What follows belongs to an exercise in optimizing a design on an open flow for small area and a short achievable clock period; a production flow would make more cautious choices. RTL that was checked went through simulation tests only; none was proved equivalent to the original. For run 1, only the layout was checked, not whether the RTL still works. Power is estimated from default activity; no workload was simulated.

File: flow/config.mk
export PLATFORM = sky130hd
export DESIGN_NAME = axis_Gauss_1x5
export DESIGN_NICKNAME = axis_Gauss_1x5
export VERILOG_FILES = /design/flow/design.v
export SDC_FILE = /design/flow/constraint.sdc
export NUM_CORES = 4
export LEC_CHECK = 0
export CAP_MARGIN = 20
export CORE_MARGIN = 2
export CORE_UTILIZATION = 40
export SETUP_SLACK_MARGIN = 4.6
export SLEW_MARGIN = 20
export SYNTH_HIERARCHICAL = 1
export SYNTH_MINIMUM_KEEP_SIZE = 0
File: flow/constraint.sdc
create_clock -name core_clock -period 8.0 [get_ports {s_axis_aclk}]
set_input_delay 1.6000 -clock core_clock [delete_from_list [all_inputs] [get_ports {s_axis_aclk}]]
set_output_delay 1.6000 -clock core_clock [all_outputs]
set_load 0.01 [all_outputs]
File: flow/design.v
`timescale 1ns/1ns
module axis_Gauss_1x5 (
  input  logic       s_axis_aclk,
  input  logic       s_axis_arstn,
  input  logic [7:0] s_axis_tdata,
  input  logic       s_axis_tvalid,
  input  logic       s_axis_tlast,
  output logic [7:0] m_axis_tdata,
  output logic       m_axis_tvalid,
  output logic       m_axis_tlast
);
logic [7:0]  d1, d2, d3, d4;
logic        v1, v2, l1, l2;
logic [13:0] cnt;
logic [9:0] b;
always_ff @(posedge s_axis_aclk) begin
  d1 <= s_axis_tdata;
  d2 <= d1;
  d3 <= d2;
  d4 <= d3;
  v1 <= s_axis_tvalid;
  v2 <= v1;
  l1 <= s_axis_tlast;
  l2 <= l1;
  b <= bnext;
end
wire [14:0] cc;
wire [13:0] cs;
wire cc_lo;
assign cc[0] = s_axis_tvalid;
gha cnt_ha0 (.a(cnt[0]), .b(cc[0]), .s(cs[0]), .co(cc[1]));
gha cnt_ha1 (.a(cnt[1]), .b(cc[1]), .s(cs[1]), .co(cc[2]));
gha cnt_ha2 (.a(cnt[2]), .b(cc[2]), .s(cs[2]), .co(cc[3]));
gha cnt_ha3 (.a(cnt[3]), .b(cc[3]), .s(cs[3]), .co(cc[4]));
gha cnt_ha4 (.a(cnt[4]), .b(cc[4]), .s(cs[4]), .co(cc[5]));
gha cnt_ha5 (.a(cnt[5]), .b(cc[5]), .s(cs[5]), .co(cc[6]));
gha cnt_ha6 (.a(cnt[6]), .b(cc[6]), .s(cs[6]), .co(cc_lo));
gha cnt_ha7 (.a(cnt[7]), .b(cc[7]), .s(cs[7]), .co(cc[8]));
gha cnt_ha8 (.a(cnt[8]), .b(cc[8]), .s(cs[8]), .co(cc[9]));
gha cnt_ha9 (.a(cnt[9]), .b(cc[9]), .s(cs[9]), .co(cc[10]));
gha cnt_ha10 (.a(cnt[10]), .b(cc[10]), .s(cs[10]), .co(cc[11]));
gha cnt_ha11 (.a(cnt[11]), .b(cc[11]), .s(cs[11]), .co(cc[12]));
gha cnt_ha12 (.a(cnt[12]), .b(cc[12]), .s(cs[12]), .co(cc[13]));
gha cnt_ha13 (.a(cnt[13]), .b(cc[13]), .s(cs[13]), .co(cc[14]));
assign cc[7] = s_axis_tvalid & (&cnt[6:0]);
always_ff @(posedge s_axis_aclk) begin
  if (!s_axis_arstn || s_axis_tlast)
    cnt <= '0;
  else
    cnt <= cs;
end
wire edge_pt = (cnt[13:1] == 13'd1);
wire [7:0] x0 = s_axis_tdata;
wire h1_s, h1_c;
gha h1 (.a(d1[0]), .b(d2[1]), .s(h1_s), .co(h1_c));
wire f2_s, f2_c;
gfa f2 (.a(d1[1]), .b(d2[2]), .c(h1_c), .s(f2_s), .co(f2_c));
wire f3_s, f3_c;
gfa f3 (.a(d1[2]), .b(d2[3]), .c(f2_c), .s(f3_s), .co(f3_c));
wire f4_s, f4_c;
gfa f4 (.a(d1[3]), .b(d2[4]), .c(x0[4]), .s(f4_s), .co(f4_c));
wire f5_s, f5_c;
gfa f5 (.a(d1[4]), .b(d2[5]), .c(x0[5]), .s(f5_s), .co(f5_c));
wire f6_s, f6_c;
gfa f6 (.a(d1[5]), .b(d2[6]), .c(x0[6]), .s(f6_s), .co(f6_c));
wire f7_s, f7_c;
gfa f7 (.a(d1[6]), .b(d2[7]), .c(x0[7]), .s(f7_s), .co(f7_c));
wire h8_s, h8_c;
gha h8 (.a(d2[0]), .b(x0[0]), .s(h8_s), .co(h8_c));
wire h9_s, h9_c;
gha h9 (.a(h1_s), .b(x0[1]), .s(h9_s), .co(h9_c));
wire h10_s, h10_c;
gha h10 (.a(f2_s), .b(x0[2]), .s(h10_s), .co(h10_c));
wire h11_s, h11_c;
gha h11 (.a(x0[3]), .b(f3_s), .s(h11_s), .co(h11_c));
wire h12_s, h12_c;
gha h12 (.a(f3_c), .b(f4_s), .s(h12_s), .co(h12_c));
wire h13_s, h13_c;
gha h13 (.a(f4_c), .b(f5_s), .s(h13_s), .co(h13_c));
wire h14_s, h14_c;
gha h14 (.a(f5_c), .b(f6_s), .s(h14_s), .co(h14_c));
wire h15_s, h15_c;
gha h15 (.a(f6_c), .b(f7_s), .s(h15_s), .co(h15_c));
wire h16_s, h16_c;
gha h16 (.a(d1[7]), .b(f7_c), .s(h16_s), .co(h16_c));
wire q17_x;
g_ao21 q17 (.a(h9_c), .b(h9_s), .c(h8_c), .x(q17_x));
wire q18_x;
g_and2 q18 (.a(h9_s), .b(h8_s), .x(q18_x));
wire q19_x;
g_ao21 q19 (.a(h11_c), .b(h11_s), .c(h10_c), .x(q19_x));
wire q20_x;
g_and2 q20 (.a(h11_s), .b(h10_s), .x(q20_x));
wire q21_x;
g_ao21 q21 (.a(h13_c), .b(h13_s), .c(h12_c), .x(q21_x));
wire q22_x;
g_and2 q22 (.a(h13_s), .b(h12_s), .x(q22_x));
wire q23_x;
g_ao21 q23 (.a(h15_c), .b(h15_s), .c(h14_c), .x(q23_x));
wire q24_x;
g_and2 q24 (.a(h15_s), .b(h14_s), .x(q24_x));
wire q25_x;
g_ao21 q25 (.a(h10_c), .b(h10_s), .c(q17_x), .x(q25_x));
wire q26_x;
g_and2 q26 (.a(h10_s), .b(q18_x), .x(q26_x));
wire q27_x;
g_ao21 q27 (.a(q19_x), .b(q20_x), .c(q17_x), .x(q27_x));
wire q28_x;
g_and2 q28 (.a(q20_x), .b(q18_x), .x(q28_x));
wire q29_x;
g_ao21 q29 (.a(h14_c), .b(h14_s), .c(q21_x), .x(q29_x));
wire q30_x;
g_and2 q30 (.a(h14_s), .b(q22_x), .x(q30_x));
wire q31_x;
g_ao21 q31 (.a(q23_x), .b(q24_x), .c(q21_x), .x(q31_x));
wire q32_x;
g_and2 q32 (.a(q24_x), .b(q22_x), .x(q32_x));
wire q33_x;
g_ao21 q33 (.a(h12_c), .b(h12_s), .c(q27_x), .x(q33_x));
wire q34_x;
g_and2 q34 (.a(h12_s), .b(q28_x), .x(q34_x));
wire q35_x;
g_ao21 q35 (.a(q21_x), .b(q22_x), .c(q27_x), .x(q35_x));
wire q36_x;
g_and2 q36 (.a(q22_x), .b(q28_x), .x(q36_x));
wire q37_x;
g_ao21 q37 (.a(q29_x), .b(q30_x), .c(q27_x), .x(q37_x));
wire q38_x;
g_and2 q38 (.a(q30_x), .b(q28_x), .x(q38_x));
wire q39_x;
g_ao21 q39 (.a(q31_x), .b(q32_x), .c(q27_x), .x(q39_x));
wire q40_x;
g_and2 q40 (.a(q32_x), .b(q28_x), .x(q40_x));
wire q41_x;
g_ao21 q41 (.a(h16_c), .b(h16_s), .c(q39_x), .x(q41_x));
wire q42_x;
g_and2 q42 (.a(h16_s), .b(q40_x), .x(q42_x));
wire q43_x;
g_xor2 q43 (.a(h9_s), .b(h8_c), .x(q43_x));
wire q44_x;
g_xor2 q44 (.a(h10_s), .b(q17_x), .x(q44_x));
wire q45_x;
g_xor2 q45 (.a(h11_s), .b(q25_x), .x(q45_x));
wire q46_x;
g_xor2 q46 (.a(h12_s), .b(q27_x), .x(q46_x));
wire q47_x;
g_xor2 q47 (.a(h13_s), .b(q33_x), .x(q47_x));
wire q48_x;
g_xor2 q48 (.a(h14_s), .b(q35_x), .x(q48_x));
wire q49_x;
g_xor2 q49 (.a(h15_s), .b(q37_x), .x(q49_x));
wire q50_x;
g_xor2 q50 (.a(h16_s), .b(q39_x), .x(q50_x));
wire q51_x;
g_xor2 q51 (.a(1'b0), .b(q41_x), .x(q51_x));
wire [9:0] bnext = {q51_x, q50_x, q49_x, q48_x, q47_x, q46_x, q45_x, q44_x, q43_x, h8_s};
wire h52_s, h52_c;
gha h52 (.a(d4[1]), .b(d2[0]), .s(h52_s), .co(h52_c));
wire f53_s, f53_c;
gfa f53 (.a(d4[2]), .b(d2[1]), .c(d2[0]), .s(f53_s), .co(f53_c));
wire i54 = ~d4[0];
wire f55_s, f55_c;
gfa f55 (.a(i54), .b(h52_c), .c(f53_s), .s(f55_s), .co(f55_c));
wire h56_s, h56_c;
gha h56 (.a(x0[2]), .b(f55_s), .s(h56_s), .co(h56_c));
wire i57 = ~d2[2];
wire f58_s, f58_c;
gfa f58 (.a(d4[3]), .b(d4[1]), .c(i57), .s(f58_s), .co(f58_c));
wire i59 = ~f58_s;
wire f60_s, f60_c;
gfa f60 (.a(d2[1]), .b(f53_c), .c(i59), .s(f60_s), .co(f60_c));
wire f61_s, f61_c;
gfa f61 (.a(f55_c), .b(x0[3]), .c(f60_s), .s(f61_s), .co(f61_c));
wire h62_s, h62_c;
gha h62 (.a(h56_c), .b(f61_s), .s(h62_s), .co(h62_c));
wire f63_s, f63_c;
gfa f63 (.a(b[0]), .b(d4[4]), .c(d2[3]), .s(f63_s), .co(f63_c));
wire i64 = ~d4[2];
wire f65_s, f65_c;
gfa f65 (.a(i64), .b(d2[2]), .c(d4[3]), .s(f65_s), .co(f65_c));
wire i66 = ~f58_c;
wire f67_s, f67_c;
gfa f67 (.a(i66), .b(f63_s), .c(f65_s), .s(f67_s), .co(f67_c));
wire f68_s, f68_c;
gfa f68 (.a(x0[4]), .b(f60_c), .c(f67_s), .s(f68_s), .co(f68_c));
wire i69 = ~x0[2];
wire f70_s, f70_c;
gfa f70 (.a(i69), .b(f61_c), .c(f68_s), .s(f70_s), .co(f70_c));
wire f71_s, f71_c;
gfa f71 (.a(b[1]), .b(d4[3]), .c(b[0]), .s(f71_s), .co(f71_c));
wire f72_s, f72_c;
gfa f72 (.a(d4[5]), .b(d4[0]), .c(d2[4]), .s(f72_s), .co(f72_c));
wire f73_s, f73_c;
gfa f73 (.a(d2[3]), .b(f63_c), .c(f65_c), .s(f73_s), .co(f73_c));
wire i74 = ~f71_s;
wire f75_s, f75_c;
gfa f75 (.a(i74), .b(f72_s), .c(x0[5]), .s(f75_s), .co(f75_c));
wire f76_s, f76_c;
gfa f76 (.a(x0[0]), .b(f73_s), .c(f67_c), .s(f76_s), .co(f76_c));
wire i77 = ~x0[3];
wire f78_s, f78_c;
gfa f78 (.a(i77), .b(f75_s), .c(f68_c), .s(f78_s), .co(f78_c));
wire h79_s, h79_c;
gha h79 (.a(f76_s), .b(f70_c), .s(h79_s), .co(h79_c));
wire f80_s, f80_c;
gfa f80 (.a(d4[6]), .b(d4[1]), .c(d2[5]), .s(f80_s), .co(f80_c));
wire i81 = ~d2[4];
wire f82_s, f82_c;
gfa f82 (.a(b[2]), .b(d4[4]), .c(i81), .s(f82_s), .co(f82_c));
wire i83 = ~f71_c;
wire f84_s, f84_c;
gfa f84 (.a(i83), .b(f72_c), .c(f80_s), .s(f84_s), .co(f84_c));
wire i85 = ~f82_s;
wire f86_s, f86_c;
gfa f86 (.a(i85), .b(f73_c), .c(x0[6]), .s(f86_s), .co(f86_c));
wire i87 = ~x0[4];
wire f88_s, f88_c;
gfa f88 (.a(i87), .b(x0[1]), .c(f84_s), .s(f88_s), .co(f88_c));
wire f89_s, f89_c;
gfa f89 (.a(f75_c), .b(f76_c), .c(f86_s), .s(f89_s), .co(f89_c));
wire f90_s, f90_c;
gfa f90 (.a(f88_s), .b(f78_c), .c(f89_s), .s(f90_s), .co(f90_c));
wire f91_s, f91_c;
gfa f91 (.a(d4[7]), .b(d4[2]), .c(d2[6]), .s(f91_s), .co(f91_c));
wire i92 = ~d2[5];
wire f93_s, f93_c;
gfa f93 (.a(b[3]), .b(d4[5]), .c(i92), .s(f93_s), .co(f93_c));
wire i94 = ~f82_c;
wire f95_s, f95_c;
gfa f95 (.a(f80_c), .b(i94), .c(f91_s), .s(f95_s), .co(f95_c));
wire i96 = ~f93_s;
wire f97_s, f97_c;
gfa f97 (.a(i96), .b(f84_c), .c(x0[7]), .s(f97_s), .co(f97_c));
wire i98 = ~x0[5];
wire f99_s, f99_c;
gfa f99 (.a(i98), .b(x0[2]), .c(f95_s), .s(f99_s), .co(f99_c));
wire f100_s, f100_c;
gfa f100 (.a(f86_c), .b(f88_c), .c(f97_s), .s(f100_s), .co(f100_c));
wire f101_s, f101_c;
gfa f101 (.a(f99_s), .b(f89_c), .c(f100_s), .s(f101_s), .co(f101_c));
wire f102_s, f102_c;
gfa f102 (.a(b[0]), .b(d4[3]), .c(d2[7]), .s(f102_s), .co(f102_c));
wire i103 = ~d2[6];
wire f104_s, f104_c;
gfa f104 (.a(b[4]), .b(d4[6]), .c(i103), .s(f104_s), .co(f104_c));
wire i105 = ~f93_c;
wire f106_s, f106_c;
gfa f106 (.a(f91_c), .b(i105), .c(f102_s), .s(f106_s), .co(f106_c));
wire i107 = ~f95_c;
wire f108_s, f108_c;
gfa f108 (.a(f104_s), .b(i107), .c(x0[6]), .s(f108_s), .co(f108_c));
wire f109_s, f109_c;
gfa f109 (.a(x0[3]), .b(f106_s), .c(f97_c), .s(f109_s), .co(f109_c));
wire i110 = ~f108_s;
wire f111_s, f111_c;
gfa f111 (.a(f99_c), .b(i110), .c(f100_c), .s(f111_s), .co(f111_c));
wire h112_s, h112_c;
gha h112 (.a(f109_s), .b(f101_c), .s(h112_s), .co(h112_c));
wire f113_s, f113_c;
gfa f113 (.a(b[1]), .b(d4[4]), .c(d2[7]), .s(f113_s), .co(f113_c));
wire i114 = ~f102_c;
wire f115_s, f115_c;
gfa f115 (.a(b[5]), .b(d4[7]), .c(i114), .s(f115_s), .co(f115_c));
wire i116 = ~f104_c;
wire f117_s, f117_c;
gfa f117 (.a(i116), .b(f113_s), .c(f106_c), .s(f117_s), .co(f117_c));
wire f118_s, f118_c;
gfa f118 (.a(x0[7]), .b(i87), .c(f115_s), .s(f118_s), .co(f118_c));
wire i119 = ~f117_s;
wire f120_s, f120_c;
gfa f120 (.a(f108_c), .b(i119), .c(f118_s), .s(f120_s), .co(f120_c));
wire i121 = ~f120_s;
wire f122_s, f122_c;
gfa f122 (.a(f109_c), .b(i121), .c(f111_c), .s(f122_s), .co(f122_c));
wire i123 = ~b[6];
wire f124_s, f124_c;
gfa f124 (.a(i123), .b(b[2]), .c(d4[5]), .s(f124_s), .co(f124_c));
wire i125 = ~f115_c;
wire f126_s, f126_c;
gfa f126 (.a(f113_c), .b(f124_s), .c(i125), .s(f126_s), .co(f126_c));
wire i127 = ~f118_c;
wire f128_s, f128_c;
gfa f128 (.a(x0[5]), .b(f117_c), .c(i127), .s(f128_s), .co(f128_c));
wire i129 = ~f120_c;
wire f130_s, f130_c;
gfa f130 (.a(f126_s), .b(i129), .c(f128_s), .s(f130_s), .co(f130_c));
wire f131_s, f131_c;
gfa f131 (.a(b[7]), .b(b[3]), .c(d4[6]), .s(f131_s), .co(f131_c));
wire f132_s, f132_c;
gfa f132 (.a(f124_c), .b(f131_s), .c(x0[6]), .s(f132_s), .co(f132_c));
wire f133_s, f133_c;
gfa f133 (.a(f126_c), .b(f132_s), .c(f128_c), .s(f133_s), .co(f133_c));
wire f134_s, f134_c;
gfa f134 (.a(b[8]), .b(b[4]), .c(d4[7]), .s(f134_s), .co(f134_c));
wire i135 = ~b[7];
wire f136_s, f136_c;
gfa f136 (.a(i135), .b(f131_c), .c(f134_s), .s(f136_s), .co(f136_c));
wire f137_s, f137_c;
gfa f137 (.a(x0[7]), .b(f136_s), .c(f132_c), .s(f137_s), .co(f137_c));
wire i138 = ~b[8];
wire f139_s, f139_c;
gfa f139 (.a(b[9]), .b(b[5]), .c(i138), .s(f139_s), .co(f139_c));
wire f140_s, f140_c;
gfa f140 (.a(f134_c), .b(f139_s), .c(f136_c), .s(f140_s), .co(f140_c));
wire i141 = ~b[9];
wire f142_s, f142_c;
gfa f142 (.a(b[6]), .b(i141), .c(f139_c), .s(f142_s), .co(f142_c));
wire i143 = ~x0[0];
wire i144 = ~x0[1];
wire q145_x;
g_and2 q145 (.a(d4[0]), .b(x0[0]), .x(q145_x));
wire q146_x;
g_or2 q146 (.a(d4[0]), .b(x0[0]), .x(q146_x));
wire q147_x;
g_and2 q147 (.a(h52_s), .b(x0[1]), .x(q147_x));
wire q148_x;
g_or2 q148 (.a(h52_s), .b(x0[1]), .x(q148_x));
wire q149_x;
g_and2 q149 (.a(i143), .b(h56_s), .x(q149_x));
wire q150_x;
g_or2 q150 (.a(i143), .b(h56_s), .x(q150_x));
wire q151_x;
g_and2 q151 (.a(i144), .b(h62_s), .x(q151_x));
wire q152_x;
g_or2 q152 (.a(i144), .b(h62_s), .x(q152_x));
wire q153_x;
g_and2 q153 (.a(h62_c), .b(f70_s), .x(q153_x));
wire q154_x;
g_or2 q154 (.a(h62_c), .b(f70_s), .x(q154_x));
wire q155_x;
g_and2 q155 (.a(f78_s), .b(h79_s), .x(q155_x));
wire q156_x;
g_or2 q156 (.a(f78_s), .b(h79_s), .x(q156_x));
wire q157_x;
g_and2 q157 (.a(h79_c), .b(f90_s), .x(q157_x));
wire q158_x;
g_or2 q158 (.a(h79_c), .b(f90_s), .x(q158_x));
wire q159_x;
g_ao21 q159 (.a(q147_x), .b(q148_x), .c(q145_x), .x(q159_x));
wire q160_x;
g_ao21 q160 (.a(q149_x), .b(q150_x), .c(q159_x), .x(q160_x));
wire q161_x;
g_ao21 q161 (.a(q151_x), .b(q152_x), .c(q160_x), .x(q161_x));
wire q162_x;
g_ao21 q162 (.a(q153_x), .b(q154_x), .c(q161_x), .x(q162_x));
wire q163_x;
g_ao21 q163 (.a(q155_x), .b(q156_x), .c(q162_x), .x(q163_x));
wire q164_x;
g_ao21 q164 (.a(q157_x), .b(q158_x), .c(q163_x), .x(q164_x));
wire h165_s, h165_c;
gha h165 (.a(f142_s), .b(f140_c), .s(h165_s), .co(h165_c));
wire h166_s, h166_c;
gha h166 (.a(i135), .b(f142_c), .s(h166_s), .co(h166_c));
wire h167_s, h167_c;
gha h167 (.a(i138), .b(b[7]), .s(h167_s), .co(h167_c));
wire h168_s, h168_c;
gha h168 (.a(i141), .b(b[8]), .s(h168_s), .co(h168_c));
wire q169_x;
g_ao21 q169 (.a(h166_c), .b(h166_s), .c(h165_c), .x(q169_x));
wire q170_x;
g_and2 q170 (.a(h166_s), .b(h165_s), .x(q170_x));
wire q171_x;
g_ao21 q171 (.a(h168_c), .b(h168_s), .c(h167_c), .x(q171_x));
wire q172_x;
g_and2 q172 (.a(h168_s), .b(h167_s), .x(q172_x));
wire q173_x;
g_ao21 q173 (.a(h167_c), .b(h167_s), .c(q169_x), .x(q173_x));
wire q174_x;
g_and2 q174 (.a(h167_s), .b(q170_x), .x(q174_x));
wire q175_x;
g_ao21 q175 (.a(q171_x), .b(q172_x), .c(q169_x), .x(q175_x));
wire q176_x;
g_and2 q176 (.a(q172_x), .b(q170_x), .x(q176_x));
wire q177_x;
g_xor2 q177 (.a(h166_s), .b(h165_c), .x(q177_x));
wire q178_x;
g_xor2 q178 (.a(h167_s), .b(q169_x), .x(q178_x));
wire q179_x;
g_xor2 q179 (.a(h168_s), .b(q173_x), .x(q179_x));
wire q180_x;
g_or2 q180 (.a(f90_c), .b(f101_s), .x(q180_x));
wire q181_x;
g_and2 q181 (.a(f90_c), .b(f101_s), .x(q181_x));
wire q182_x;
g_or2 q182 (.a(f111_s), .b(h112_s), .x(q182_x));
wire q183_x;
g_and2 q183 (.a(f111_s), .b(h112_s), .x(q183_x));
wire q184_x;
g_or2 q184 (.a(h112_c), .b(f122_s), .x(q184_x));
wire q185_x;
g_and2 q185 (.a(h112_c), .b(f122_s), .x(q185_x));
wire h186_s, h186_c;
gha h186 (.a(f130_s), .b(f122_c), .s(h186_s), .co(h186_c));
wire h187_s, h187_c;
gha h187 (.a(f130_c), .b(f133_s), .s(h187_s), .co(h187_c));
wire h188_s, h188_c;
gha h188 (.a(f137_s), .b(f133_c), .s(h188_s), .co(h188_c));
wire h189_s, h189_c;
gha h189 (.a(f140_s), .b(f137_c), .s(h189_s), .co(h189_c));
wire [10:0] ua = {q179_x, q178_x, q177_x, h165_s, h189_s, h188_s, h187_s, h186_s, q184_x, q182_x, q180_x};
wire [10:0] ub = {1'b0, 1'b0, 1'b0, 1'b0, h189_c, h188_c, h187_c, h186_c, q185_x, q183_x, q181_x};
wire uc = q164_x;
logic [10:0] oa, ob;
logic oc;
logic       ept;
always_ff @(posedge s_axis_aclk) begin
  oa <= ua;
  ob <= ub;
  oc <= uc;
  ept <= edge_pt;
  m_axis_tvalid <= v2;
  m_axis_tlast  <= l2 & ~edge_pt;
end
assign m_axis_tdata = {(ept ? d3[7] : oa[10]) ^ (~ept & (1'b0 | oa[9] & 1'b0 | oa[9] & oa[8] & 1'b0 | oa[9] & oa[8] & oa[7] & ob[6] | oa[9] & oa[8] & oa[7] & oa[6] & ob[5] | oa[9] & oa[8] & oa[7] & oa[6] & oa[5] & ob[4] | oa[9] & oa[8] & oa[7] & oa[6] & oa[5] & oa[4] & ob[3] | oa[9] & oa[8] & oa[7] & oa[6] & oa[5] & oa[4] & oa[3] & ob[2] | oa[9] & oa[8] & oa[7] & oa[6] & oa[5] & oa[4] & oa[3] & oa[2] & ob[1] | oa[9] & oa[8] & oa[7] & oa[6] & oa[5] & oa[4] & oa[3] & oa[2] & oa[1] & ob[0] | oa[9] & oa[8] & oa[7] & oa[6] & oa[5] & oa[4] & oa[3] & oa[2] & oa[1] & oa[0] & oc)), (ept ? d3[6] : oa[9]) ^ (~ept & (1'b0 | oa[8] & 1'b0 | oa[8] & oa[7] & ob[6] | oa[8] & oa[7] & oa[6] & ob[5] | oa[8] & oa[7] & oa[6] & oa[5] & ob[4] | oa[8] & oa[7] & oa[6] & oa[5] & oa[4] & ob[3] | oa[8] & oa[7] & oa[6] & oa[5] & oa[4] & oa[3] & ob[2] | oa[8] & oa[7] & oa[6] & oa[5] & oa[4] & oa[3] & oa[2] & ob[1] | oa[8] & oa[7] & oa[6] & oa[5] & oa[4] & oa[3] & oa[2] & oa[1] & ob[0] | oa[8] & oa[7] & oa[6] & oa[5] & oa[4] & oa[3] & oa[2] & oa[1] & oa[0] & oc)), (ept ? d3[5] : oa[8]) ^ (~ept & (1'b0 | oa[7] & ob[6] | oa[7] & oa[6] & ob[5] | oa[7] & oa[6] & oa[5] & ob[4] | oa[7] & oa[6] & oa[5] & oa[4] & ob[3] | oa[7] & oa[6] & oa[5] & oa[4] & oa[3] & ob[2] | oa[7] & oa[6] & oa[5] & oa[4] & oa[3] & oa[2] & ob[1] | oa[7] & oa[6] & oa[5] & oa[4] & oa[3] & oa[2] & oa[1] & ob[0] | oa[7] & oa[6] & oa[5] & oa[4] & oa[3] & oa[2] & oa[1] & oa[0] & oc)), (ept ? d3[4] : oa[7]) ^ (~ept & (ob[6] | oa[6] & ob[5] | oa[6] & oa[5] & ob[4] | oa[6] & oa[5] & oa[4] & ob[3] | oa[6] & oa[5] & oa[4] & oa[3] & ob[2] | oa[6] & oa[5] & oa[4] & oa[3] & oa[2] & ob[1] | oa[6] & oa[5] & oa[4] & oa[3] & oa[2] & oa[1] & ob[0] | oa[6] & oa[5] & oa[4] & oa[3] & oa[2] & oa[1] & oa[0] & oc)), (ept ? d3[3] : oa[6]) ^ (~ept & (ob[5] | oa[5] & ob[4] | oa[5] & oa[4] & ob[3] | oa[5] & oa[4] & oa[3] & ob[2] | oa[5] & oa[4] & oa[3] & oa[2] & ob[1] | oa[5] & oa[4] & oa[3] & oa[2] & oa[1] & ob[0] | oa[5] & oa[4] & oa[3] & oa[2] & oa[1] & oa[0] & oc)), (ept ? d3[2] : oa[5]) ^ (~ept & (ob[4] | oa[4] & ob[3] | oa[4] & oa[3] & ob[2] | oa[4] & oa[3] & oa[2] & ob[1] | oa[4] & oa[3] & oa[2] & oa[1] & ob[0] | oa[4] & oa[3] & oa[2] & oa[1] & oa[0] & oc)), (ept ? d3[1] : oa[4]) ^ (~ept & (ob[3] | oa[3] & ob[2] | oa[3] & oa[2] & ob[1] | oa[3] & oa[2] & oa[1] & ob[0] | oa[3] & oa[2] & oa[1] & oa[0] & oc)), (ept ? d3[0] : oa[3]) ^ (~ept & (ob[2] | oa[2] & ob[1] | oa[2] & oa[1] & ob[0] | oa[2] & oa[1] & oa[0] & oc))};
endmodule
module g_or2 (
  input  logic a,
  input  logic b,
  output logic x
);
assign x = a | b;
endmodule
module g_and2 (
  input  logic a,
  input  logic b,
  output logic x
);
assign x = a & b;
endmodule
module g_xor2 (
  input  logic a,
  input  logic b,
  output logic x
);
assign x = a ^ b;
endmodule
module g_ao21 (
  input  logic a,
  input  logic b,
  input  logic c,
  output logic x
);
assign x = a | (b & c);
endmodule
module gha (
  input  logic a,
  input  logic b,
  output logic s,
  output logic co
);
assign s  = a ^ b;
assign co = a & b;
endmodule
module gfa (
  input  logic a,
  input  logic b,
  input  logic c,
  output logic s,
  output logic co
);
assign s  = a ^ b ^ c;
assign co = (a & b) | (a & c) | (b & c);
endmodule
File: flow/flow/run.sh
#!/bin/bash
# Layout flow: the standard flow, with plain buffers on the ports and a clock
# tree of small buffers without dummy loads.
export BUFFER_PORTS_ARGS="-buffer_cell sky130_fd_sc_hd__buf_2"
export CTS_ARGS="-sink_clustering_enable -repair_clock_nets -dont_use_dummy_load -buf_list \"sky130_fd_sc_hd__clkbuf_4 sky130_fd_sc_hd__clkbuf_8\""
bash standard.sh > standard.log 2>&1
File: flow/standard.sh
#!/bin/bash
# synth_recipe.tcl (not shown) runs the flow's synth.tcl, then flattens the netlist and writes it again
# the make line also repeats each setting of config.mk as NAME=value (left out here)
make -C /OpenROAD-flow-scripts/flow DESIGN_CONFIG=/design/flow/config.mk WORK_HOME=/design/flow/orfs CLKGATE_MAP_FILE= SYNTH_SCRIPT=/design/flow/synth_recipe.tcl "${@:-finish}"
==> summary.txt, run 1 <==
required arrival time at the worst endpoint 6.40 ns; smallest hold slack around 0.33 ns; antenna cells 0; remaining global-route overflow 0; kind of end point of the critical path output port; number of sinks driven by the clock tree a little over 80; met2 wire length 3696 µm; post-synthesis average cell area 12.61 µm²; Post-Route Setup TNS 0 ns; class of the tightest hold or removal check reg2reg; register area around 0.0017 mm²; result of the run no timing/DRC/antenna violations; Clk pin slew, worst setup/hold paths 0.09 ns; placement-stage cell area 0.004631 mm²; number of standard cells after synthesis 345; port bufs 21; largest fanout on the critical path 6; clock insertion delay at the later pin of the skew report 0.36 ns; Root Buffer clkbuf_8; Highest Signal Layer met4; Vias per Instance about 4.7; Async SR Flop Fraction 0%; critical path type reg2out; FF+latch count, synth ~80; top_reg_cell synth dfxtp_1; Worst Setup Start Kind flip-flop; Top delay family on crit path compound AO/OA/AOI/OAI gates; final count of negative-setup-slack endpoints 0; Overall Global Routing Usage between 10 and 15%; count of hold-fix buffers inserted at cts 0; delay of the slowest cell on the worst path 0.35 ns; post-synth cell types 34; top cells by area in the synthesized netlist dfxtp_1 38%, fa_1 28%, ha_1 11%, and2_1 4.3%, a21o_1 4.1%; detailed router's first-iteration violation count 59; TritonCTS buffer count 9; met3 wirelength from detailed routing 186 µm; Final min period 3.514 ns; layout cells sized above 1 roughly 14%; total wire length after detailed routing between 7000 and 8000 µm; HPWL Detailed 6093 µm; Max Root-Sink Buffers 2; Final period util between 40% and 50%; Max H-tree Level 3; die height between 100 and 150 µm; vias in the first global route between 2000 and 3000; area of the core 0.01075 mm²; Pwr per Cell Area 362.0 mW/mm²; area leader, netlist dfxtp_1; max frequency 0.2846 GHz; multi-input logic area approximately 0.0026 mm²; width of the die 108.3 µm; normalized max-slew margin 52.54%; sequential share of the synthesized area 37.73%; final std cell area, no fill 0.004790 mm²; number of fillers in the final layout 1050; wire length per cell between 10 and 15 µm; number of nets in the layout 486; worst path cell trace a21o_1 -> a22o_4 -> a211oi_4 -> o21ai_1 -> a31oi_1 -> buf_2; Pins Over Slew Limit 0; R2R Setup Slk 4.74 ns; number of violations of the max-capacitance limit 0; actual transition at the worst max-transition pin between 0.7 and 0.8 ns; top-level I/O count 22; worst clock skew roughly 0.015 ns; synthesis warning total 7; peak supply drop 224.8 µV; data arrival time at the worst-slack endpoint 1.91 ns; post-synth design cell area 0.004350 mm²; Critical Path Slowest Stage Cell a211oi_4; unrepaired setup endpoints after global routing yes; count of buffering cells on the critical path with inverters included 1; vias post-DR around 2400; Layout Area Growth over Synthesis 10.09%; remaining routing DRC violations 0; placement row count 38; antenna-violating nets left 0; gp weighted congestion 0.8357; number of synthesized flops with an enable pin 0; final hold vios 0; first-pass GRT wire length 12700 µm; synthesized netlist net count roughly 460; routed length on met1 3279 µm; leading cell type in the layout, fill and taps excluded dfxtp_1; Initial Util 40.49%; pin count of the biggest net entering global routing 16; number of antenna violations at the first check in global routing 0; first-pass iteration count of the detailed router 4; area share of the largest cell type after synthesis 37.73%; most frequent cells in the layout 76 x dfxtp_1, 56 x fa_1, 37 x ha_1; CTS tree built; overall power consumption about 1.7 mW; Leak Pwr 2.270 nW; die footprint about 0.012 mm²
[modules after synthesis, one instance, submodules excluded]
| module | cells inside | cell area (µm²) | times used | flip-flops and latches |
|---|---|---|---|---|
| axis_Gauss_1x5 | 190 | 2253 | 1 | 82 |
| g_xor2 | 1 | 8.758 | 12 | 0 |
| g_or2 | 1 | 6.256 | 9 | 0 |
| g_ao21 | 1 | 7.507 | 21 | 0 |
| g_and2 | 1 | 6.256 | 15 | 0 |
| gha | 1 | 12.51 | 37 | 0 |
| gfa | 1 | 20.02 | 61 | 0 |
[per-layer routing]
metal  vias to the layer above  track usage, %
li1                       1162               -
met1                      1197           17.61
met2                        23           25.74
met3                        11           3.978
met4                         0           5.769
met5                         -               0
[area by class of cell]
type | count | area share, %
inverters | 35 | 2.743
clock buffers | 9 | 2.586
repair buffers | 22 | 2.403
well taps | 140 | 3.657
flip-flops and latches | 82 | 34.48
multi-input cells | 226 | 54.13
[where the power goes]
| group | leakage [nW] | switching, mW | internal, mW | total (mW) |
|---|---|---|---|---|
| Clock | 0.0647 | 0.130 | 0.101 | 0.230 |
| Sequential | 0.686 | 0.0733 | 0.508 | 0.581 |
| Combinational | 1.52 | 0.456 | 0.466 | 0.922 |
[through the flow]
step / instances / util, % / worst slack (ns)
global placement: 504 / 43.10 / 4.279
finish: 514 / 44.57 / 4.486
global route: 514 / 44.57 / 4.370
floorplan: 345 / - / 4.525
detailed placement: 504 / 43.10 / 4.256
CTS: 514 / 44.39 / 4.417
[state kept, by name, indices dropped and copies added, names as in the netlist, 7 cells and up]
| register | flops |
|---|---|
| b | 10 |
| d1 | 8 |
| oa | 11 |
| ob | 7 |
| d3 | 8 |
| d4 | 8 |
| d2 | 8 |
| cnt | 14 |
[logic make-up after synthesis]
kind of cell / Yosys count / share of synthesized area (%)
adder cells (fa/ha/maj): 98 / 38.71
flip-flops: 82 / 37.73
AND/OR/NAND/NOR: 69 / 8.916
AO/OA/AOI/OAI: 42 / 8.024
buffers and inverters: 37 / 3.307
XOR/XNOR: 16 / 3.221
other: 1 / 0.08620
[cells in the mapped netlist, types with 2 or more instances]
cell type / n
nor2b_1: 2
nand3_1: 2
ha_1: 37
xnor2_1: 2
nand2_1: 11
fa_1: 61
and2_1: 30
a21oi_2: 2
inv_1: 35
dfxtp_1: 82
nor2_1: 6
o21ai_0: 5
xor2_1: 14
a21o_1: 24
nand4_1: 2
or3_1: 2
a31oi_1: 2
or2_1: 9
nor4_1: 2
[final timing paths]
| check | start | to | cells past startpoint |
|---|---|---|---|
| max | oa[2]$_DFF_P_ | m_axis_tdata[6] | 6 |
| min | v2$_DFF_P_ | m_axis_tvalid$_DFF_P_ | 0 |
| max reg2reg | d2[5]$_DFF_P_ | oa[2]$_DFF_P_ | 7 |
| min reg2reg | v2$_DFF_P_ | m_axis_tvalid$_DFF_P_ | 0 |
[repair_timing]
action | 4_1_cts | 5_1_grt
setup endpoints to repair | 6 | 9
endpoints found under the hold margin | 0 | 0
gates resized for setup | 6 | 12
pin swaps | 8 | 3
setup buffers | 1 | 0
==> run 2: changes to the inputs <==
--- a/flow/design.v
+++ b/flow/design.v
@@ -348,57 +348,63 @@
 wire q164_x;
 g_ao21 q164 (.a(q157_x), .b(q158_x), .c(q163_x), .x(q164_x));
 wire h165_s, h165_c;
-gha h165 (.a(f142_s), .b(f140_c), .s(h165_s), .co(h165_c));
+gha h165 (.a(f140_s), .b(f137_c), .s(h165_s), .co(h165_c));
 wire h166_s, h166_c;
-gha h166 (.a(i135), .b(f142_c), .s(h166_s), .co(h166_c));
+gha h166 (.a(f142_s), .b(f140_c), .s(h166_s), .co(h166_c));
 wire h167_s, h167_c;
-gha h167 (.a(i138), .b(b[7]), .s(h167_s), .co(h167_c));
+gha h167 (.a(i135), .b(f142_c), .s(h167_s), .co(h167_c));
 wire h168_s, h168_c;
-gha h168 (.a(i141), .b(b[8]), .s(h168_s), .co(h168_c));
-wire q169_x;
-g_ao21 q169 (.a(h166_c), .b(h166_s), .c(h165_c), .x(q169_x));
+gha h168 (.a(i138), .b(b[7]), .s(h168_s), .co(h168_c));
+wire h169_s, h169_c;
+gha h169 (.a(i141), .b(b[8]), .s(h169_s), .co(h169_c));
 wire q170_x;
-g_and2 q170 (.a(h166_s), .b(h165_s), .x(q170_x));
+g_ao21 q170 (.a(h166_c), .b(h166_s), .c(h165_c), .x(q170_x));
 wire q171_x;
-g_ao21 q171 (.a(h168_c), .b(h168_s), .c(h167_c), .x(q171_x));
+g_and2 q171 (.a(h166_s), .b(h165_s), .x(q171_x));
 wire q172_x;
-g_and2 q172 (.a(h168_s), .b(h167_s), .x(q172_x));
+g_ao21 q172 (.a(h168_c), .b(h168_s), .c(h167_c), .x(q172_x));
 wire q173_x;
-g_ao21 q173 (.a(h167_c), .b(h167_s), .c(q169_x), .x(q173_x));
+g_and2 q173 (.a(h168_s), .b(h167_s), .x(q173_x));
 wire q174_x;
-g_and2 q174 (.a(h167_s), .b(q170_x), .x(q174_x));
+g_ao21 q174 (.a(h167_c), .b(h167_s), .c(q170_x), .x(q174_x));
 wire q175_x;
-g_ao21 q175 (.a(q171_x), .b(q172_x), .c(q169_x), .x(q175_x));
+g_and2 q175 (.a(h167_s), .b(q171_x), .x(q175_x));
 wire q176_x;
-g_and2 q176 (.a(q172_x), .b(q170_x), .x(q176_x));
+g_ao21 q176 (.a(q172_x), .b(q173_x), .c(q170_x), .x(q176_x));
 wire q177_x;
-g_xor2 q177 (.a(h166_s), .b(h165_c), .x(q177_x));
+g_and2 q177 (.a(q173_x), .b(q171_x), .x(q177_x));
 wire q178_x;
-g_xor2 q178 (.a(h167_s), .b(q169_x), .x(q178_x));
+g_ao21 q178 (.a(h169_c), .b(h169_s), .c(q176_x), .x(q178_x));
 wire q179_x;
-g_xor2 q179 (.a(h168_s), .b(q173_x), .x(q179_x));
+g_and2 q179 (.a(h169_s), .b(q177_x), .x(q179_x));
 wire q180_x;
-g_or2 q180 (.a(f90_c), .b(f101_s), .x(q180_x));
+g_xor2 q180 (.a(h166_s), .b(h165_c), .x(q180_x));
 wire q181_x;
-g_and2 q181 (.a(f90_c), .b(f101_s), .x(q181_x));
+g_xor2 q181 (.a(h167_s), .b(q170_x), .x(q181_x));
 wire q182_x;
-g_or2 q182 (.a(f111_s), .b(h112_s), .x(q182_x));
+g_xor2 q182 (.a(h168_s), .b(q174_x), .x(q182_x));
 wire q183_x;
-g_and2 q183 (.a(f111_s), .b(h112_s), .x(q183_x));
+g_xor2 q183 (.a(h169_s), .b(q176_x), .x(q183_x));
 wire q184_x;
-g_or2 q184 (.a(h112_c), .b(f122_s), .x(q184_x));
+g_or2 q184 (.a(f90_c), .b(f101_s), .x(q184_x));
 wire q185_x;
-g_and2 q185 (.a(h112_c), .b(f122_s), .x(q185_x));
-wire h186_s, h186_c;
-gha h186 (.a(f130_s), .b(f122_c), .s(h186_s), .co(h186_c));
-wire h187_s, h187_c;
-gha h187 (.a(f130_c), .b(f133_s), .s(h187_s), .co(h187_c));
-wire h188_s, h188_c;
-gha h188 (.a(f137_s), .b(f133_c), .s(h188_s), .co(h188_c));
-wire h189_s, h189_c;
-gha h189 (.a(f140_s), .b(f137_c), .s(h189_s), .co(h189_c));
-wire [10:0] ua = {q179_x, q178_x, q177_x, h165_s, h189_s, h188_s, h187_s, h186_s, q184_x, q182_x, q180_x};
-wire [10:0] ub = {1'b0, 1'b0, 1'b0, 1'b0, h189_c, h188_c, h187_c, h186_c, q185_x, q183_x, q181_x};
+g_and2 q185 (.a(f90_c), .b(f101_s), .x(q185_x));
+wire q186_x;
+g_or2 q186 (.a(f111_s), .b(h112_s), .x(q186_x));
+wire q187_x;
+g_and2 q187 (.a(f111_s), .b(h112_s), .x(q187_x));
+wire q188_x;
+g_or2 q188 (.a(h112_c), .b(f122_s), .x(q188_x));
+wire q189_x;
+g_and2 q189 (.a(h112_c), .b(f122_s), .x(q189_x));
+wire h190_s, h190_c;
+gha h190 (.a(f130_s), .b(f122_c), .s(h190_s), .co(h190_c));
+wire h191_s, h191_c;
+gha h191 (.a(f130_c), .b(f133_s), .s(h191_s), .co(h191_c));
+wire h192_s, h192_c;
+gha h192 (.a(f137_s), .b(f133_c), .s(h192_s), .co(h192_c));
+wire [10:0] ua = {q183_x, q182_x, q181_x, q180_x, h165_s, h192_s, h191_s, h190_s, q188_x, q186_x, q184_x};
+wire [10:0] ub = {1'b0, 1'b0, 1'b0, 1'b0, 1'b0, h192_c, h191_c, h190_c, q189_x, q187_x, q185_x};
 wire uc = q164_x;
 logic [10:0] oa, ob;
 logic oc;
@@ -411,7 +417,7 @@
   m_axis_tvalid <= v2;
   m_axis_tlast  <= l2 & ~edge_pt;
 end
-assign m_axis_tdata = {(ept ? d3[7] : oa[10]) ^ (~ept & (1'b0 | oa[9] & 1'b0 | oa[9] & oa[8] & 1'b0 | oa[9] & oa[8] & oa[7] & ob[6] | oa[9] & oa[8] & oa[7] & oa[6] & ob[5] | oa[9] & oa[8] & oa[7] & oa[6] & oa[5] & ob[4] | oa[9] & oa[8] & oa[7] & oa[6] & oa[5] & oa[4] & ob[3] | oa[9] & oa[8] & oa[7] & oa[6] & oa[5] & oa[4] & oa[3] & ob[2] | oa[9] & oa[8] & oa[7] & oa[6] & oa[5] & oa[4] & oa[3] & oa[2] & ob[1] | oa[9] & oa[8] & oa[7] & oa[6] & oa[5] & oa[4] & oa[3] & oa[2] & oa[1] & ob[0] | oa[9] & oa[8] & oa[7] & oa[6] & oa[5] & oa[4] & oa[3] & oa[2] & oa[1] & oa[0] & oc)), (ept ? d3[6] : oa[9]) ^ (~ept & (1'b0 | oa[8] & 1'b0 | oa[8] & oa[7] & ob[6] | oa[8] & oa[7] & oa[6] & ob[5] | oa[8] & oa[7] & oa[6] & oa[5] & ob[4] | oa[8] & oa[7] & oa[6] & oa[5] & oa[4] & ob[3] | oa[8] & oa[7] & oa[6] & oa[5] & oa[4] & oa[3] & ob[2] | oa[8] & oa[7] & oa[6] & oa[5] & oa[4] & oa[3] & oa[2] & ob[1] | oa[8] & oa[7] & oa[6] & oa[5] & oa[4] & oa[3] & oa[2] & oa[1] & ob[0] | oa[8] & oa[7] & oa[6] & oa[5] & oa[4] & oa[3] & oa[2] & oa[1] & oa[0] & oc)), (ept ? d3[5] : oa[8]) ^ (~ept & (1'b0 | oa[7] & ob[6] | oa[7] & oa[6] & ob[5] | oa[7] & oa[6] & oa[5] & ob[4] | oa[7] & oa[6] & oa[5] & oa[4] & ob[3] | oa[7] & oa[6] & oa[5] & oa[4] & oa[3] & ob[2] | oa[7] & oa[6] & oa[5] & oa[4] & oa[3] & oa[2] & ob[1] | oa[7] & oa[6] & oa[5] & oa[4] & oa[3] & oa[2] & oa[1] & ob[0] | oa[7] & oa[6] & oa[5] & oa[4] & oa[3] & oa[2] & oa[1] & oa[0] & oc)), (ept ? d3[4] : oa[7]) ^ (~ept & (ob[6] | oa[6] & ob[5] | oa[6] & oa[5] & ob[4] | oa[6] & oa[5] & oa[4] & ob[3] | oa[6] & oa[5] & oa[4] & oa[3] & ob[2] | oa[6] & oa[5] & oa[4] & oa[3] & oa[2] & ob[1] | oa[6] & oa[5] & oa[4] & oa[3] & oa[2] & oa[1] & ob[0] | oa[6] & oa[5] & oa[4] & oa[3] & oa[2] & oa[1] & oa[0] & oc)), (ept ? d3[3] : oa[6]) ^ (~ept & (ob[5] | oa[5] & ob[4] | oa[5] & oa[4] & ob[3] | oa[5] & oa[4] & oa[3] & ob[2] | oa[5] & oa[4] & oa[3] & oa[2] & ob[1] | oa[5] & oa[4] & oa[3] & oa[2] & oa[1] & ob[0] | oa[5] & oa[4] & oa[3] & oa[2] & oa[1] & oa[0] & oc)), (ept ? d3[2] : oa[5]) ^ (~ept & (ob[4] | oa[4] & ob[3] | oa[4] & oa[3] & ob[2] | oa[4] & oa[3] & oa[2] & ob[1] | oa[4] & oa[3] & oa[2] & oa[1] & ob[0] | oa[4] & oa[3] & oa[2] & oa[1] & oa[0] & oc)), (ept ? d3[1] : oa[4]) ^ (~ept & (ob[3] | oa[3] & ob[2] | oa[3] & oa[2] & ob[1] | oa[3] & oa[2] & oa[1] & ob[0] | oa[3] & oa[2] & oa[1] & oa[0] & oc)), (ept ? d3[0] : oa[3]) ^ (~ept & (ob[2] | oa[2] & ob[1] | oa[2] & oa[1] & ob[0] | oa[2] & oa[1] & oa[0] & oc))};
+assign m_axis_tdata = {(ept ? d3[7] : oa[10]) ^ (~ept & (1'b0 | oa[9] & 1'b0 | oa[9] & oa[8] & 1'b0 | oa[9] & oa[8] & oa[7] & 1'b0 | oa[9] & oa[8] & oa[7] & oa[6] & ob[5] | oa[9] & oa[8] & oa[7] & oa[6] & oa[5] & ob[4] | oa[9] & oa[8] & oa[7] & oa[6] & oa[5] & oa[4] & ob[3] | oa[9] & oa[8] & oa[7] & oa[6] & oa[5] & oa[4] & oa[3] & ob[2] | oa[9] & oa[8] & oa[7] & oa[6] & oa[5] & oa[4] & oa[3] & oa[2] & ob[1] | oa[9] & oa[8] & oa[7] & oa[6] & oa[5] & oa[4] & oa[3] & oa[2] & oa[1] & ob[0] | oa[9] & oa[8] & oa[7] & oa[6] & oa[5] & oa[4] & oa[3] & oa[2] & oa[1] & oa[0] & oc)), (ept ? d3[6] : oa[9]) ^ (~ept & (1'b0 | oa[8] & 1'b0 | oa[8] & oa[7] & 1'b0 | oa[8] & oa[7] & oa[6] & ob[5] | oa[8] & oa[7] & oa[6] & oa[5] & ob[4] | oa[8] & oa[7] & oa[6] & oa[5] & oa[4] & ob[3] | oa[8] & oa[7] & oa[6] & oa[5] & oa[4] & oa[3] & ob[2] | oa[8] & oa[7] & oa[6] & oa[5] & oa[4] & oa[3] & oa[2] & ob[1] | oa[8] & oa[7] & oa[6] & oa[5] & oa[4] & oa[3] & oa[2] & oa[1] & ob[0] | oa[8] & oa[7] & oa[6] & oa[5] & oa[4] & oa[3] & oa[2] & oa[1] & oa[0] & oc)), (ept ? d3[5] : oa[8]) ^ (~ept & (1'b0 | oa[7] & 1'b0 | oa[7] & oa[6] & ob[5] | oa[7] & oa[6] & oa[5] & ob[4] | oa[7] & oa[6] & oa[5] & oa[4] & ob[3] | oa[7] & oa[6] & oa[5] & oa[4] & oa[3] & ob[2] | oa[7] & oa[6] & oa[5] & oa[4] & oa[3] & oa[2] & ob[1] | oa[7] & oa[6] & oa[5] & oa[4] & oa[3] & oa[2] & oa[1] & ob[0] | oa[7] & oa[6] & oa[5] & oa[4] & oa[3] & oa[2] & oa[1] & oa[0] & oc)), (ept ? d3[4] : oa[7]) ^ (~ept & (1'b0 | oa[6] & ob[5] | oa[6] & oa[5] & ob[4] | oa[6] & oa[5] & oa[4] & ob[3] | oa[6] & oa[5] & oa[4] & oa[3] & ob[2] | oa[6] & oa[5] & oa[4] & oa[3] & oa[2] & ob[1] | oa[6] & oa[5] & oa[4] & oa[3] & oa[2] & oa[1] & ob[0] | oa[6] & oa[5] & oa[4] & oa[3] & oa[2] & oa[1] & oa[0] & oc)), (ept ? d3[3] : oa[6]) ^ (~ept & (ob[5] | oa[5] & ob[4] | oa[5] & oa[4] & ob[3] | oa[5] & oa[4] & oa[3] & ob[2] | oa[5] & oa[4] & oa[3] & oa[2] & ob[1] | oa[5] & oa[4] & oa[3] & oa[2] & oa[1] & ob[0] | oa[5] & oa[4] & oa[3] & oa[2] & oa[1] & oa[0] & oc)), (ept ? d3[2] : oa[5]) ^ (~ept & (ob[4] | oa[4] & ob[3] | oa[4] & oa[3] & ob[2] | oa[4] & oa[3] & oa[2] & ob[1] | oa[4] & oa[3] & oa[2] & oa[1] & ob[0] | oa[4] & oa[3] & oa[2] & oa[1] & oa[0] & oc)), (ept ? d3[1] : oa[4]) ^ (~ept & (ob[3] | oa[3] & ob[2] | oa[3] & oa[2] & ob[1] | oa[3] & oa[2] & oa[1] & ob[0] | oa[3] & oa[2] & oa[1] & oa[0] & oc)), (ept ? d3[0] : oa[3]) ^ (~ept & (ob[2] | oa[2] & ob[1] | oa[2] & oa[1] & ob[0] | oa[2] & oa[1] & oa[0] & oc))};
 endmodule
 module g_or2 (
   input  logic a,
==> summary.txt, run 2 <==
final count of negative-setup-slack endpoints 0; detailed router's first-iteration violation count 60; Internal Dissipation 1.071 mW; result of the run no timing/DRC/antenna violations; number of fillers in the final layout roughly 950; CTS tree built; delay of the slowest cell on the worst path roughly 0.34 ns; met3 usage in global routing 3.692%; top cells by area in the synthesized netlist dfxtp_1 38%, fa_1 28%, ha_1 11%, a21o_1 4.5%, and2_1 4.4%; worst setup slack after layout 4.612 ns; worst clock skew 0.02201 ns; Layout Area Growth over Synthesis 10.60%; Pins Over Slew Limit 0; R2R Setup Slk 4.69 ns; top_reg_cell synth dfxtp_1; multi-input logic area 0.002589 mm²; sequential share of the synthesized area 37.73%; filler-free cell count of the finished design 507; post-synthesis average cell area 12.60 µm²; final std cell area, no fill around 0.0048 mm²; cell occurring most often along the worst timing path a21oi_4; remaining routing DRC violations 0; number of violations of the max-capacitance limit 0; synthesis warning total 7; layout cells sized above 1 around an eighth; peak supply drop between 200 and 250 µV; post-placement worst setup slack 4.269 ns; NetSw between 600 and 700 µW; sequential share of power ~33%; Logic pwr share 53.6%; width of the die 107.7 µm; largest registers cnt x14, oa x11, b x10; Final period util around 42%; placement-stage cell area 0.004578 mm²; smallest hold slack 0.3355 ns; Max Root-Sink Buffers 2; most frequently used cell type in the post-synthesis netlist dfxtp_1; busiest metal layer after global routing met2; synth cell count leaders 81 x dfxtp_1, 61 x fa_1, 37 x ha_1; antenna cells 0; GRT met2 Usage 24.80%; port bufs 21; gp weighted congestion 0.8792; Top delay family on crit path compound AO/OA/AOI/OAI gates; vias in the first global route 2535; synthesized netlist net count 451; class of the tightest hold or removal check reg2reg; kind of end point of the critical path output port; number of standard cells after synthesis around 340; Final min period 3.388 ns; HPWL Detailed 6059 µm; leading cell type in the layout, fill and taps excluded dfxtp_1; number of sinks driven by the clock tree 81; max frequency 0.2952 GHz; Critical Path Slowest Stage Cell dfxtp_2; global routing met1 resource utilization between 10% and 20%; count of buffering cells on the critical path with inverters included 1; overall power consumption around 1.7 mW; Root Buffer clkbuf_8; wire length per cell 14.23 µm; remaining global-route overflow 0; Overall Global Routing Usage 14.33%; vias post-DR around 2300; post-synth design cell area 0.004298 mm²; normalized max-slew margin between 50% and 60%; Initial Util 41.45%; area share of the largest cell type after synthesis 37.73%; Clk pin slew, worst setup/hold paths 0.10 ns; required arrival time at the worst endpoint 6.40 ns; number of synthesized flops with an enable pin 0; Max H-tree Level 3; switching power as a share of total power 37.86%; first-pass GRT wire length 12430 µm; clock share of power 13.2%; critical path type reg2out; Post-Route Setup TNS 0 ns; Cell Count Post-Placement 496; Vias per Instance 4.546; most frequent cells in the layout 77 x dfxtp_1, 56 x fa_1, 37 x ha_1; first-pass iteration count of the detailed router 4; Async SR Flop Fraction 0%; antenna-violating nets left 0; register area 0.001627 mm²; Leak Pwr 2.261 nW; unrepaired setup endpoints after global routing yes; final hold vios 0; largest fanout on the critical path 5; number of antenna violations at the first check in global routing 0; total wire length after detailed routing 7213 µm; die footprint 0.01159 mm²; die height 107.7 µm; placement row count 37; actual transition at the worst max-transition pin 0.7435 ns; area of the core 0.01037 mm²; data arrival time at the worst-slack endpoint 1.79 ns; worst path cell trace a21o_1 -> a21oi_4 -> a21oi_4 -> or3_1 -> nand2_1 -> o21ai_1 -> buf_2; area leader, netlist dfxtp_1; clock insertion delay at the later pin of the skew report around 0.36 ns; Pwr per Cell Area approximately 360 mW/mm²; Worst Setup Start Kind flip-flop; FF+latch count, synth 81; pin count of the biggest net entering global routing 17; Largest register FFs 14; Biggest register cnt; TritonCTS buffer count 9; number of nets in the layout 483; final cell utilization of the core between 40% and 50%; top-level I/O count 22; post-synth cell types 30
==> run 2: changes by cell type after synthesis, moves of 2 or more <==
cell | previous run | this run
a21o_1 | 24 | 26
a31oi_1 | 2 | 0
inv_1 | 35 | 33
nor2_1 | 6 | 3
nor3_1 | 0 | 2
o21ai_0 | 5 | 0
o21ai_1 | 1 | 6
xnor2_1 | 2 | 0
xor2_1 | 14 | 17
==> run 2: metal layers <==
layer	wire length [µm]	part of all wire, %
met4	119	1.6
met2	3593	50
met5	0	0
met3	144	2.0
met1	3355	47
==> run 2: final cells by class <==
type / instances / share of cell area, %
inverter: 33 / 2.606
clock buffer: 9 / 2.606
sequential: 81 / 34.22
tap: 136 / 3.580
multi-input combinational: 225 / 54.46
timing repair buffer: 23 / 2.527
==> run 2: timing repair <==
action                     4_1_cts  5_1_grt
setup endpoints to repair        6       12
gates resized for setup          5        4
hold buffers                     0        0
setup buffers                    2        0
pin swaps                        9        6
==> run 2: worst paths after layout <==
path | from | endpoint | depth (start not counted)
max | oa[2]$_DFF_P_ | m_axis_tdata[4] | 7
min | v2$_DFF_P_ | m_axis_tvalid$_DFF_P_ | 0
max reg2reg | d2[3]$_DFF_P_ | oc$_DFF_P_ | 7
min reg2reg | v2$_DFF_P_ | m_axis_tvalid$_DFF_P_ | 0
==> run 2: cell families after synthesis <==
logic type / share of synthesized area (%)
adders and majority gates: 39.18
DFF: 37.73
and+or+nand+nor: 9.054
AOI/OAI and AO/OA: 7.424
buffers and inverters: 3.057
xor gates and xnor gates: 3.464
other: 0.08725
==> run 2: per-module statistics from Yosys, one instance, submodules excluded <==
module / times used / flops+latches / area [µm²] / cells
g_and2: 16 / 0 / 6.256 / 1
gfa: 61 / 0 / 20.02 / 1
gha: 37 / 0 / 12.51 / 1
g_ao21: 23 / 0 / 7.507 / 1
g_xor2: 13 / 0 / 8.758 / 1
g_or2: 9 / 0 / 6.256 / 1
axis_Gauss_1x5: 1 / 81 / 2171 / 182
==> run 2: power groups by stage <==
stage                     registers (mW)  logic, mW  clock network [mW]
after global routing               0.585       1.10               0.252
after detailed placement           0.579      0.930                   0
after floorplan                    0.557      0.705                   0
after CTS                          0.574      0.951               0.235
final                              0.571      0.924               0.228
after global placement             0.577      0.903                   0
==> run 3: changes to the inputs <==
--- a/flow/config.mk
+++ b/flow/config.mk
@@ -8,6 +8,7 @@
 export CAP_MARGIN = 20
 export CORE_MARGIN = 2
 export CORE_UTILIZATION = 40
+export PLACE_DENSITY = 0.8
 export SETUP_SLACK_MARGIN = 4.6
 export SLEW_MARGIN = 20
 export SYNTH_HIERARCHICAL = 1
==> summary.txt, run 3 <==
kind of end point of the critical path output port; top-level I/O count 22; Root Buffer clkbuf_8; layout cells sized above 1 15.55%; max frequency about 0.29 GHz; largest registers cnt x14, oa x11, b x10; area leader, netlist dfxtp_1; first-pass GRT wire length 12470 µm; most frequent cells in the layout 75 x dfxtp_1, 56 x fa_1, 37 x ha_1; worst r2r path cells 8; area share of the largest cell type after synthesis 37.73%; Layout Area Growth over Synthesis 11.85%; count of hold-fix buffers inserted at cts 0; wire length per cell 14.32 µm; post-synth design cell area 0.004298 mm²; final hold vios 0; hold path cells 0; clock share of power 12.7%; total wire length after detailed routing 7287 µm; worst clock skew ~0.019 ns; Leak Pwr 2.279 nW; required arrival time at the worst endpoint 6.40 ns; NetSw 681.3 µW; Clk pin slew, worst setup/hold paths 0.07 ns; Internal Dissipation around 1.1 mW; actual transition at the worst max-transition pin 0.6369 ns; R2R Setup Slk 4.71 ns; crit path from oc$_DFF_P_; overall power consumption between 1.5 and 2 mW; Largest register FFs 14; CTS tree built; number of violations of the max-capacitance limit 0; synthesized netlist net count between 400 and 500; Pins Over Slew Limit 0; antenna-violating nets left 0; Biggest register cnt; synthesis warning total 7; HPWL Detailed approximately 6000 µm; gp weighted congestion 0.8811; synth cell count leaders 81 x dfxtp_1, 61 x fa_1, 37 x ha_1; leading cell type in the layout, fill and taps excluded dfxtp_1; Logic pwr share 54.9%; post-synth cell types 30; Hold Crit Start v2$_DFF_P_; first-pass iteration count of the detailed router 4; switching power as a share of total power approximately two fifths; sequential share of power approximately 32%; die footprint 0.01159 mm²; top cells by area in the synthesized netlist dfxtp_1 38%, fa_1 28%, ha_1 11%, a21o_1 4.5%, and2_1 4.4%; Max H-tree Level 3; data arrival time at the worst-slack endpoint 1.84 ns; normalized max-slew margin 57.45%; sequential share of the synthesized area 37.73%; remaining global-route overflow 0; result of the run no timing/DRC/antenna violations; unrepaired setup endpoints after global routing yes; Overall Global Routing Usage around 14%; largest fanout on the critical path 5; Final period util 43.04%; Initial Util 41.45%; Post-Route Setup TNS 0 ns; top_reg_cell synth dfxtp_1; Final min period 3.444 ns; area of the core 0.01037 mm²; Max Root-Sink Buffers 2; number of standard cells after synthesis 341; remaining routing DRC violations 0; TritonCTS buffer count 9; clock insertion delay at the later pin of the skew report approximately 0.36 ns; die height 107.7 µm; Worst Setup Start Kind flip-flop; detailed router's first-iteration violation count between 80 and 90; most frequently used cell type in the post-synthesis netlist dfxtp_1; vias in the first global route 2643; startpoint of the most critical register-to-register path d4[2]$_DFF_P_; number of synthesized flops with an enable pin 0; number of antenna violations at the first check in global routing 0; Worst Hold Endpoint m_axis_tvalid$_DFF_P_; number of sinks driven by the clock tree 81; peak supply drop 148.6 µV; critical path type reg2out; Async SR Flop Fraction 0%; pin count of the biggest net entering global routing 17; terminus of the critical flop-to-flop path oa[2]$_DFF_P_; FF+latch count, synth 81; Vias per Instance 4.721; class of the tightest hold or removal check reg2reg; vias post-DR 2403; final count of negative-setup-slack endpoints 0; antenna cells 0; post-synthesis average cell area around 13 µm²; placement row count 37; Pwr per Cell Area 369.1 mW/mm²; number of nets in the layout 485; width of the die between 100 and 150 µm; port bufs 21
-- run 3: cell counts after synthesis --
Identical to the previous run, type by type.
-- run 3: cell type report --
| type | instances | area [µm²] |
|---|---|---|
| Clock buffer | 9 | 123.9 |
| Fill cell | 914 | 5563 |
| Inverter | 33 | 123.9 |
| Multi-Input combinational cell | 225 | 2619 |
| Sequential cell | 81 | 1629 |
| Tap cell | 136 | 170.2 |
| Timing Repair Buffer | 25 | 141.4 |
-- run 3: kinds of logic after synthesis --
group / synth area share [%]
fa+ha+maj: 39.18
other cells: 0.08725
flops: 37.73
simple gates: 9.054
buf+inv: 3.057
compound gates: 7.424
xor+xnor: 3.464
-- run 3: worst max-delay path by stage --
stage	end	slack, ns	cells past startpoint
3_3_place_gp	oa[2]$_DFF_P_	4.28	6
4_1_cts	m_axis_tdata[4]	4.54	7
2_1_floorplan	oa[2]$_DFF_P_	4.52	5
6_report	m_axis_tdata[6]	4.56	7
5_1_grt	m_axis_tdata[6]	4.42	7
3_5_place_dp	oa[2]$_DFF_P_	4.23	6
-- run 3: worst max-delay path: stages, from the launching register on --
cell and delay [ns]:
dfxtp_2 0.32, a21o_1 0.18, nand4_4 0.15, a21oi_4 0.24, o211ai_1 0.13, xor2_1 0.16
o21ai_1 0.16, buf_2 0.16
-- run 3: metrics by stage --
step	util, %	std cells	area, µm²	setup slack [ns]	hold slack [ns]
after CTS	46.02	508	4772	4.545	0.3292
after floorplan	-	341	4310	4.525	0.3096
after global routing	46.36	509	4807	4.419	0.3318
final	46.36	509	4807	4.556	0.3270
after global placement	44.15	496	4578	4.281	0.3102
after detailed placement	44.15	496	4578	4.233	0.3136
-- run 3: power by group through the flow --
stage / clock network (mW) / logic [mW] / registers [mW]
global route: 0.251 / 1.12 / 0.588
finish: 0.225 / 0.975 / 0.575
floorplan: 0 / 0.705 / 0.557
detailed placement: 0 / 0.939 / 0.576
CTS: 0.233 / 0.976 / 0.572
global placement: 0 / 0.886 / 0.572
-- run 3: per-layer routing --
layer	vias up	GRT usage (%)	part of all wire, %
met2	37	25.43	52
met4	0	5.952	2.2
met1	1193	16.65	43
met3	12	3.874	3.0
met5	-	0	0
li1	1161	-	-
-- run 3: Yosys stat by module (local to each module, per instance) --
module	copies in the design	cell area (µm²)
axis_Gauss_1x5	1	2171
g_and2	16	6.256
g_ao21	23	7.507
g_or2	9	6.256
g_xor2	13	8.758
gfa	61	20.02
gha	37	12.51
-- run 3: repair_timing --
item | CTS | global route
pin swaps | 11 | 7
endpoints found under the setup margin | 6 | 12
resized for setup | 9 | 10
hold endpoints to repair | 0 | 0
setup buffers | 3 | 1
==> run 4: changes to the inputs <==
--- a/flow/config.mk
+++ b/flow/config.mk
@@ -8,7 +8,7 @@
 export CAP_MARGIN = 20
 export CORE_MARGIN = 2
 export CORE_UTILIZATION = 40
-export PLACE_DENSITY = 0.8
+export PLACE_DENSITY = 0.45
 export SETUP_SLACK_MARGIN = 4.6
 export SLEW_MARGIN = 20
 export SYNTH_HIERARCHICAL = 1
==> summary.txt, run 4 <==
Internal Dissipation approximately 1.1 mW; required arrival time at the worst endpoint around 6.4 ns; FF+latch count, synth around 80; adder and majority cell fraction of the synthesized area 39.18%; Biggest register cnt; Layout Area Growth over Synthesis 11.00%; post-synth cell types 30; simple-gate share of the synthesized area a little under a tenth; number of synthesized flops with an enable pin 0; CTS tree built; peak supply drop 205.7 µV; normalized max-slew margin roughly 52%; Pwr per Cell Area 363.1 mW/mm²; clock share of power between 10% and 20%; number of violations of the max-capacitance limit 0; post-synth design cell area 0.004298 mm²; placement-stage cell area 0.004578 mm²; number of fillers in the final layout 1013; synth cell count leaders 81 x dfxtp_1, 61 x fa_1, 37 x ha_1; largest registers cnt x14, oa x11, b x10; placement row count 37; Initial Util slightly above 40%; Pins Over Slew Limit 0; gp weighted congestion 0.8174; class of the tightest hold or removal check reg2reg; top cells by area in the synthesized netlist dfxtp_1 38%, fa_1 28%, ha_1 11%, a21o_1 4.5%, and2_1 4.4%; wire length per cell 15.07 µm; area of the core 0.01037 mm²; sequential share of power 33.4%; TritonCTS buffer count 9; final count of negative-setup-slack endpoints 0; number of antenna violations at the first check in global routing 0; leading cell type in the layout, fill and taps excluded dfxtp_1; Post-Route Setup TNS 0 ns; number of nets in the layout 483; Max Root-Sink Buffers 2; post-synthesis average cell area 12.60 µm²; final hold vios 0; pin count of the biggest net entering global routing 17; result of the run no timing/DRC/antenna violations; Async SR Flop Fraction 0%; number of sinks driven by the clock tree 81; Final min period 3.374 ns; Final period util 42.17%; port bufs 21; remaining routing DRC violations 0; clock insertion delay at the later pin of the skew report 0.35 ns; Logic pwr share 53.6%; first-pass GRT wire length approximately 13000 µm; synthesized netlist net count 451; synthesis warning total 7; portion of netlist area occupied by mux cells 0%; kind of end point of the critical path output port; Max H-tree Level 3; die height roughly 110 µm; area leader, netlist dfxtp_1; Worst Setup Start Kind flip-flop; most frequent cells in the layout 73 x dfxtp_1, 56 x fa_1, 37 x ha_1; remaining global-route overflow 0; critical path type reg2out; post-placement worst setup slack 4.228 ns; actual transition at the worst max-transition pin between 0.7 and 0.8 ns; data arrival time at the worst-slack endpoint 1.77 ns; die footprint 0.01159 mm²; area share of the largest cell type after synthesis 37.73%; Vias per Instance between 4 and 5; worst setup slack after layout 4.626 ns; detailed router's first-iteration violation count 56; Leak Pwr about 2.3 nW; switching power as a share of total power 37.96%; antenna-violating nets left 0
## run 4: timing repair
action | 4_1_cts | 5_1_grt
endpoints found under the setup margin | 6 | 11
gates resized for setup | 7 | 10
setup buffers | 1 | 1
endpoints found under the hold margin | 0 | 0
pin swaps | 8 | 7
## run 4: Yosys stat by module, one instance, submodules excluded
module	area [µm²]	flip-flops and latches	times used
gfa	20.02	0	61
g_or2	6.256	0	9
gha	12.51	0	37
g_and2	6.256	0	16
g_xor2	8.758	0	13
axis_Gauss_1x5	2171	81	1
g_ao21	7.507	0	23
## run 4: layer usage
layer | track usage [%] | vias up | part of all wire [%]
li1 | - | 1160 | -
met1 | 18.64 | 1187 | 46
met2 | 24.66 | 28 | 48
met3 | 3.874 | 17 | 2.7
met4 | 6.960 | 0 | 3.4
met5 | 0 | - | 0
## run 4: cell type report
cell class / count / area [µm²] / area share (%)
Sequential cell: 81 / 1632 / 34.20
Multi-Input combinational cell: 225 / 2599 / 54.47
Timing Repair Buffer: 23 / 122.6 / 2.570
Clock buffer: 9 / 123.9 / 2.596
Inverter: 33 / 123.9 / 2.596
Tap cell: 136 / 170.2 / 3.567
## run 4: per-stage QoR
step | instances | hold WS, ns
5_1_grt | 507 | 0.3427
2_1_floorplan | 341 | 0.3096
4_1_cts | 506 | 0.3311
3_3_place_gp | 496 | 0.3097
3_5_place_dp | 496 | 0.3132
6_report | 507 | 0.3273
## run 4: cells by family (layout without fill, tap and decap cells)
kind of cell,Yosys count,after routing
xor gates and xnor gates,17,17
and+or+nand+nor,66,66
other,1,1
adders and majority gates,98,98
DFF,81,81
buffers and inverters,35,65
AOI/OAI and AO/OA,43,43
## run 4: critical path: stages, from the launching register on
cell	delay [ns]
dfxtp_2	0.34
a21o_1	0.18
a21oi_4	0.19
a21oi_4	0.11
or3_1	0.35
nand2_1	0.07
o21ai_1	0.05
buf_2	0.15
## run 4: path summary, 6_finish.rpt
check	depth (start not counted)	start	slack, ns	endpoint
min reg2reg	0	v2$_DFF_P_	0.33	m_axis_tvalid$_DFF_P_
max reg2reg	8	d4[2]$_DFF_P_	4.72	oa[2]$_DFF_P_
max	7	oa[2]$_DFF_P_	4.63	m_axis_tdata[4]
min	0	v2$_DFF_P_	0.33	m_axis_tvalid$_DFF_P_
## run 4: power by group through the flow
stage,Sequential (mW),Combinational [mW],Clock (mW)
6_report,0.579,0.929,0.224
5_1_grt,0.592,1.10,0.255
4_1_cts,0.579,0.956,0.237
3_5_place_dp,0.581,0.935,0
3_3_place_gp,0.582,0.912,0
2_1_floorplan,0.557,0.705,0

Setup slack of run 4, layout unchanged: 4.626 ns with ideal ports, 4.593 ns with driving cells assumed (clock clkbuf_16, inputs buf_2), 4.278 ns with port delays also shifted by the 0.368 ns mid clock arrival.
